This is an optimization exercise on Yosys and OpenROAD, whose aim is small area, a short achievable clock period and few clock cycles per item, not a production implementation. Where RTL was checked, it was by simulation tests only, not by an equivalence proof against the original.

==> inputs of juniper <==
Design verilog_multiplier, start of the top module:
module verilog_multiplier(clk, rst, ready, op1, op2, res, done);
    input wire clk, rst;
    input wire ready;
    input wire [31:0] op1, op2;
    output wire [31:0] res;
    output reg done;
    localparam IDLE = 2'd0, R0 = 2'd1, LSH = 2'd2, RSH = 2'd3;
    reg [1:0] st;
    reg [47:0] S;
    reg [47:16] C;
    reg        ccl;
    reg [9:0]  E;        
    reg        sgn, fnan, fz, fpay;
    reg        rndr;     
    reg [21:0] pay;      
    wire e1z = (op1[30:23] == 8'd0);
    wire e2z = (op2[30:23] == 8'd0);
    wire e1f = (op1[30:23] == 8'hff);
    wire e2f = (op2[30:23] == 8'hff);
    wire f1z = (op1[22:0] == 23'd0);
    wire f2z = (op2[22:0] == 23'd0);
    wire zero1 = e1z & f1z, zero2 = e2z & f2z;
    wire inf1 = e1f & f1z, inf2 = e2f & f2z;
    wire nan1 = e1f & ~f1z, nan2 = e2f & ~f2z;
    wire qnan = (zero1 & inf2) | (inf1 & zero2);
    wire nanx = ~qnan & (nan1 | nan2);           
  ...
export LEC_CHECK = 0
export CAP_MARGIN = 20
export CORE_MARGIN = 2
export CORE_UTILIZATION = 40
export SETUP_SLACK_MARGIN = 2.0
export SLEW_MARGIN = 20
create_clock -name core_clock -period 8.0 [get_ports {clk}]
standard.sh (not shown) runs the stock make flow with config.mk's settings and CLKGATE_MAP_FILE= SYNTH_SCRIPT=/design/flow/synth_recipe.tcl, a recipe that flattens the netlist after the stock synthesis.
==> flow/flow/run.sh <==
#!/bin/bash
# Own flow: the standard layout, except that synthesis runs Yosys's fine
# stage without its early "abc -fast", so that extract_fa finds the design's
# full adders as written (no inverter between adders). The standard synthesis
# runs first; its register names are given to the own netlist's registers,
# and the standard netlist is used as it is if the registers do not match.
set -uo pipefail
W=$(pwd)
R=$W/orfs/results/$FLOW_PLATFORM/verilog_multiplier/base
bash standard.sh synth > log_standard_synth.txt 2>&1 || exit 1
cp "$R/1_2_yosys.v" "$W/ref_1_2_yosys.v"
sed '1s/.*/proc synth {args} { if {[lsearch -glob $args "fine:*"] >= 0} { yosys synth -nofsm -noshare -noabc {*}$args } else { yosys synth -nofsm -noshare {*}$args } }/' synth_recipe.tcl > own_synth.tcl
sed "s|SYNTH_SCRIPT=[^ ]*|SYNTH_SCRIPT=$W/own_synth.tcl|" standard.sh > own_standard.sh
if bash own_standard.sh do-yosys > log_own_synth.txt 2>&1 \
   && python3 flow/rename.py "$W/ref_1_2_yosys.v" "$R/1_2_yosys.v" "$W/own_1_2_yosys.v" > log_rename.txt 2>&1; then
  cp "$W/own_1_2_yosys.v" "$R/1_2_yosys.v"
  echo "own synthesis used" >> log_rename.txt
else
  cp "$W/ref_1_2_yosys.v" "$R/1_2_yosys.v"
  echo "standard synthesis used" >> log_rename.txt
fi
rm -f "$R/1_synth.odb" "$R/1_synth.sdc"
bash standard.sh "BUFFER_PORTS_ARGS=-buffer_cell sky130_fd_sc_hd__buf_4" finish > log_standard_finish.txt 2>&1
==> flow/flow/rename.py <==
#!/usr/bin/env python3
# rename.py REF OWN OUT: give OWN's flip-flops the instance names that the
# standard synthesis (REF) gave the same registers. Registers are matched by
# their name without Yosys's "$_<cell>_" suffix. Exits 1 if the registers
# (count, names or cell types, drive strength aside) do not correspond.
import re, sys

pat = re.compile(r'^(\s*)(sky130_fd_sc_hd__(\w+?)_(\d+))\s+(\\\S+|\w+)\s*\(', re.M)

def flops(text):
    out = {}
    for m in pat.finditer(text):
        typ = m.group(3)
        if not (typ.startswith("df") or typ.startswith("edf") or typ.startswith("sdf") or typ.startswith("dl")):
            continue
        name = m.group(5)
        key = re.sub(r'\$_[A-Z0-9_]+_$', '', name.rstrip())
        if key in out:
            sys.exit("duplicate key %s" % key)
        out[key] = (typ, name)
    return out

ref = open(sys.argv[1]).read()
own = open(sys.argv[2]).read()
fr, fo = flops(ref), flops(own)
if set(fr) != set(fo):
    sys.exit("register sets differ: %s" % sorted(set(fr) ^ set(fo))[:10])
for k in fr:
    if fr[k][0] != fo[k][0]:
        sys.exit("cell type differs for %s: %s %s" % (k, fr[k][0], fo[k][0]))
ren = {fo[k][1]: fr[k][1] for k in fr if fo[k][1] != fr[k][1]}
def sub(m):
    name = m.group(5)
    if name in ren:
        return "%s%s %s (" % (m.group(1), m.group(2), ren[name] if ren[name].startswith("\\") is False else ren[name] + " ")
    return m.group(0)
new = pat.sub(sub, own)
# no instance name may clash after renaming
names = [m.group(5).rstrip() for m in pat.finditer(new)]
if len(names) != len(set(names)):
    sys.exit("name clash after renaming")
open(sys.argv[3], "w").write(new)
print("renamed %d of %d registers" % (len(ren), len(fr)))
==> xenon (differences from juniper) <==
--- a/flow/flow/run.sh
+++ b/flow/flow/run.sh
@@ -22,2 +22,2 @@
 rm -f "$R/1_synth.odb" "$R/1_synth.sdc"
-bash standard.sh "BUFFER_PORTS_ARGS=-buffer_cell sky130_fd_sc_hd__buf_4" finish > log_standard_finish.txt 2>&1
+bash standard.sh "BUFFER_PORTS_ARGS=-buffer_cell sky130_fd_sc_hd__buf_2" finish > log_standard_finish.txt 2>&1
==> flow/flow/rename.py (replaced) <==
#!/usr/bin/env python3
# rename.py REF OWN OUT: make OWN's flip-flops match those of the standard
# synthesis REF: the same instance names and cell types (drive strength may
# differ). Registers are paired by the net their Q drives. Where the two
# syntheses inferred an enable differently, the register is rebuilt in REF's
# cell type with the same function: an enable flip-flop with its enable tied
# high, or a plain flip-flop behind a 2:1 multiplexer. Exits 1 if registers
# cannot be paired.
import re, sys

inst_re = re.compile(r'^(\s*)(sky130_fd_sc_hd__(\w+?)_(\d+))\s+(\\\S+\s|\w+)\s*\((.*?)\);', re.M | re.S)
pin_re = re.compile(r'\.(\w+)\(([^()]*)\)')

def is_ff(base):
    return base.startswith(("df", "edf", "sdf", "dl"))

def flops(text):
    out = {}
    for m in inst_re.finditer(text):
        base = m.group(3)
        if not is_ff(base):
            continue
        pins = {p: n.strip() for p, n in pin_re.findall(m.group(6))}
        q = pins.get("Q") or pins.get("Q_N")
        if q is None or q in out:
            sys.exit("cannot key register %s" % m.group(5))
        out[q] = (base, m.group(5).strip(), pins, m)
    return out

ref = open(sys.argv[1]).read()
own = open(sys.argv[2]).read()
fr, fo = flops(ref), flops(own)
if set(fr) != set(fo):
    sys.exit("register sets differ: %s" % sorted(set(fr) ^ set(fo))[:10])

def esc(name):
    return name + " " if name.startswith("\\") else name

edits = {}   # start offset -> (end offset, replacement)
extra = []
decl = []
need_one = False
renamed = converted = 0
for q, (rbase, rname, rpins, _) in fr.items():
    obase, oname, opins, m = fo[q]
    ind = m.group(1)
    if rbase == obase:
        if oname != rname:
            text = m.group(0)
            new = text.replace(m.group(5), esc(rname), 1)
            edits[m.start()] = (m.end(), new)
            renamed += 1
        continue
    pins = ", ".join(".%s(%s)" % (p, n) for p, n in opins.items())
    if rbase == "edfxtp" and obase == "dfxtp":
        new = "%ssky130_fd_sc_hd__edfxtp_1 %s (.CLK(%s), .D(%s), .DE(my_one), .Q(%s));" % (
            ind, esc(rname), esc(opins["CLK"]), esc(opins["D"]), esc(opins["Q"]))
        need_one = True
    elif rbase == "dfxtp" and obase == "edfxtp":
        mo = "my_mux_%d" % converted
        decl.append("  wire %s;" % mo)
        extra.append("  sky130_fd_sc_hd__mux2_1 %s_c (.A0(%s), .A1(%s), .S(%s), .X(%s));" % (
            mo, esc(opins["Q"]), esc(opins["D"]), esc(opins["DE"]), mo))
        new = "%ssky130_fd_sc_hd__dfxtp_1 %s (.CLK(%s), .D(%s), .Q(%s));" % (
            ind, esc(rname), esc(opins["CLK"]), mo, esc(opins["Q"]))
    else:
        sys.exit("cell type differs for %s: %s %s" % (q, rbase, obase))
    edits[m.start()] = (m.end(), new)
    converted += 1

out, pos = [], 0
for start in sorted(edits):
    end, new = edits[start]
    out.append(own[pos:start]); out.append(new); pos = end
out.append(own[pos:])
text = "".join(out)
if need_one:
    decl.append("  wire my_one, my_zero;")
    extra.append("  sky130_fd_sc_hd__conb_1 my_tie (.HI(my_one), .LO(my_zero));")
if extra:
    i = text.rindex("endmodule")
    text = text[:i] + "\n".join(extra) + "\n" + text[i:]
if decl:
    i = text.index("\n  wire ")
    text = text[:i + 1] + "\n".join(decl) + "\n" + text[i + 1:]
# the result must pair with REF exactly
f2 = flops(text)
for q, (rbase, rname, _, _) in fr.items():
    if q not in f2 or f2[q][0] != rbase or f2[q][1] != rname:
        sys.exit("pairing failed for %s" % q)
names = [m.group(5).strip() for m in inst_re.finditer(text)]
if len(names) != len(set(names)):
    sys.exit("name clash after renaming")
open(sys.argv[3], "w").write(text)
print("renamed %d, rebuilt %d of %d registers" % (renamed, converted, len(fr)))
--- a/flow/config.mk
+++ b/flow/config.mk
@@ -9,4 +9,5 @@
 export CORE_MARGIN = 2
-export CORE_UTILIZATION = 40
-export SETUP_SLACK_MARGIN = 2.0
+export CORE_UTILIZATION = 60
+export SETUP_SLACK_MARGIN = 2.25
 export SLEW_MARGIN = 20
+export TNS_END_PERCENT = 20
==> comparison table <==
	juniper	xenon
Result of the run	no timing/DRC/antenna violations	no timing/DRC/antenna violations
Pre-CTS setup slack	1.51 ns	1.60 ns
Final weighted congestion of routability-driven global placement	0.920	0.948
Most crowded layer after global routing	met2	met1
Worst hold-check slack	0.460 ns	0.465 ns
Sum of net half-perimeters after detailed placement	51000 um	50500 um
Rows	87	71
Setup slack after layout	2.13 ns	2.32 ns
Wl on met1	33000 um	31500 um
Endpoint of the worst register-to-register path	S[30]	S[24]
Instance area after placement	24000 um^2	23600 um^2
Testbench counts of juniper, summed over its fixed seeds: cycles 6,400, items 3,200.
Testbench counts of xenon, summed over its fixed seeds: cycles 6,400, items 3,200.


==> inputs of 11-21 <==
verilog_multiplier, a different RTL version from the one above (not shown whole).
Settings: LEC_CHECK=0, CAP_MARGIN=20, CORE_MARGIN=2, CORE_UTILIZATION=60, SETUP_SLACK_MARGIN=2.0, SLEW_MARGIN=20; clock period 8.0 ns.
==> flow/flow/run.sh <==
#!/bin/bash
# Own flow: the standard layout, except that synthesis runs Yosys's fine
# stage without its early "abc -fast", so that extract_fa finds the design's
# full adders as written (no inverter between adders). The standard synthesis
# runs first; its register names are given to the own netlist's registers,
# and the standard netlist is used as it is if the registers do not match.
set -uo pipefail
W=$(pwd)
R=$W/orfs/results/$FLOW_PLATFORM/verilog_multiplier/base
bash standard.sh synth > log_standard_synth.txt 2>&1 || exit 1
cp "$R/1_2_yosys.v" "$W/ref_1_2_yosys.v"
sed '1s/.*/proc synth {args} { if {[lsearch -glob $args "fine:*"] >= 0} { yosys synth -nofsm -noshare -noabc {*}$args } else { yosys synth -nofsm -noshare {*}$args } }/' synth_recipe.tcl > own_synth.tcl
sed "s|SYNTH_SCRIPT=[^ ]*|SYNTH_SCRIPT=$W/own_synth.tcl|" standard.sh > own_standard.sh
if bash own_standard.sh do-yosys > log_own_synth.txt 2>&1 \
   && python3 flow/rename.py "$W/ref_1_2_yosys.v" "$R/1_2_yosys.v" "$W/own_1_2_yosys.v" > log_rename.txt 2>&1; then
  cp "$W/own_1_2_yosys.v" "$R/1_2_yosys.v"
  echo "own synthesis used" >> log_rename.txt
else
  cp "$W/ref_1_2_yosys.v" "$R/1_2_yosys.v"
  echo "standard synthesis used" >> log_rename.txt
fi
rm -f "$R/1_synth.odb" "$R/1_synth.sdc"
bash standard.sh "BUFFER_PORTS_ARGS=-buffer_cell sky130_fd_sc_hd__buf_4" finish > log_standard_finish.txt 2>&1
Other scripts of this flow, unchanged in this note and not shown: flow/flow/rename.py
==> inputs of 05-07, as changes to 11-21 <==
SETUP_SLACK_MARGIN = 2.25   (was 2.0)
==> comparison <==
11-21 completed with no timing, DRC or antenna violations. 05-07 finished with timing, DRC and antenna clean.
Die area is the same in 05-07 and 11-21.
Design area: 11-21 is smaller than 05-07 (3.0%).
Between 05-07 and 11-21, the lower global-route usage is in 05-07 (gap 0.25 points).
==> figures <==
| metric | 05-07 | 11-21 |
|---|---|---|
| Outcome | no timing/DRC/antenna violations | no timing/DRC/antenna violations |
| Number of fill cells | 3,116 | 3,141 |
| Layout-stage area growth over the synthesis result | 11.2% | 7.83% |
| Post-layout worst setup margin | 2260 ps | 2030 ps |
| Util after Layout | 67.3% | 65.3% |
| Bufs w/o clock | 186 | 146 |
| Max frequency | 174 MHz | 167 MHz |
| Data required time of the worst path | 8320 ps | 8310 ps |
No run of this note included a check of the RTL's function; only the layout flow was run.

==> what the ideal ports hide <==
How much do the figures lean on ideal ports? The routed layouts below were timed once more, with nothing changed but the port constraints.
Step 1 sets driving cells, clkbuf_16 on the clock port and buf_2 on the other inputs (assumed; they add their load-dependent delay and slew).
Step 2 times the ports against the registers' clock, not the clock port: input delays grow and output delays shrink by t, the midpoint of the rising clock arrivals with the driver on.
a / b / c = no drivers / after step 1 / after step 2; a / b = the first two.
run | shift t [ns] | setup slack, ns | slew at the worst register clock pin (ns) | worst slew at a driven data input, ns
juniper | 0.479 | 2.127 / 2.121 / 1.672 | 0.06 / 0.06 | 0.04
xenon | 0.478 | 2.324 / 2.333 / 1.873 | 0.06 / 0.06 | 0.05
11-21 | 0.482 | 2.027 / 2.047 / 1.564 | 0.06 / 0.06 | 0.09
05-07 | 0.490 | 2.264 / 2.231 / 1.741 | 0.06 / 0.06 | 0.10
After both steps every run listed still meets setup and hold. For 05-07, which loses most, drivers alone change the setup slack by -0.033 ns; drivers and shift together by -0.523 ns.
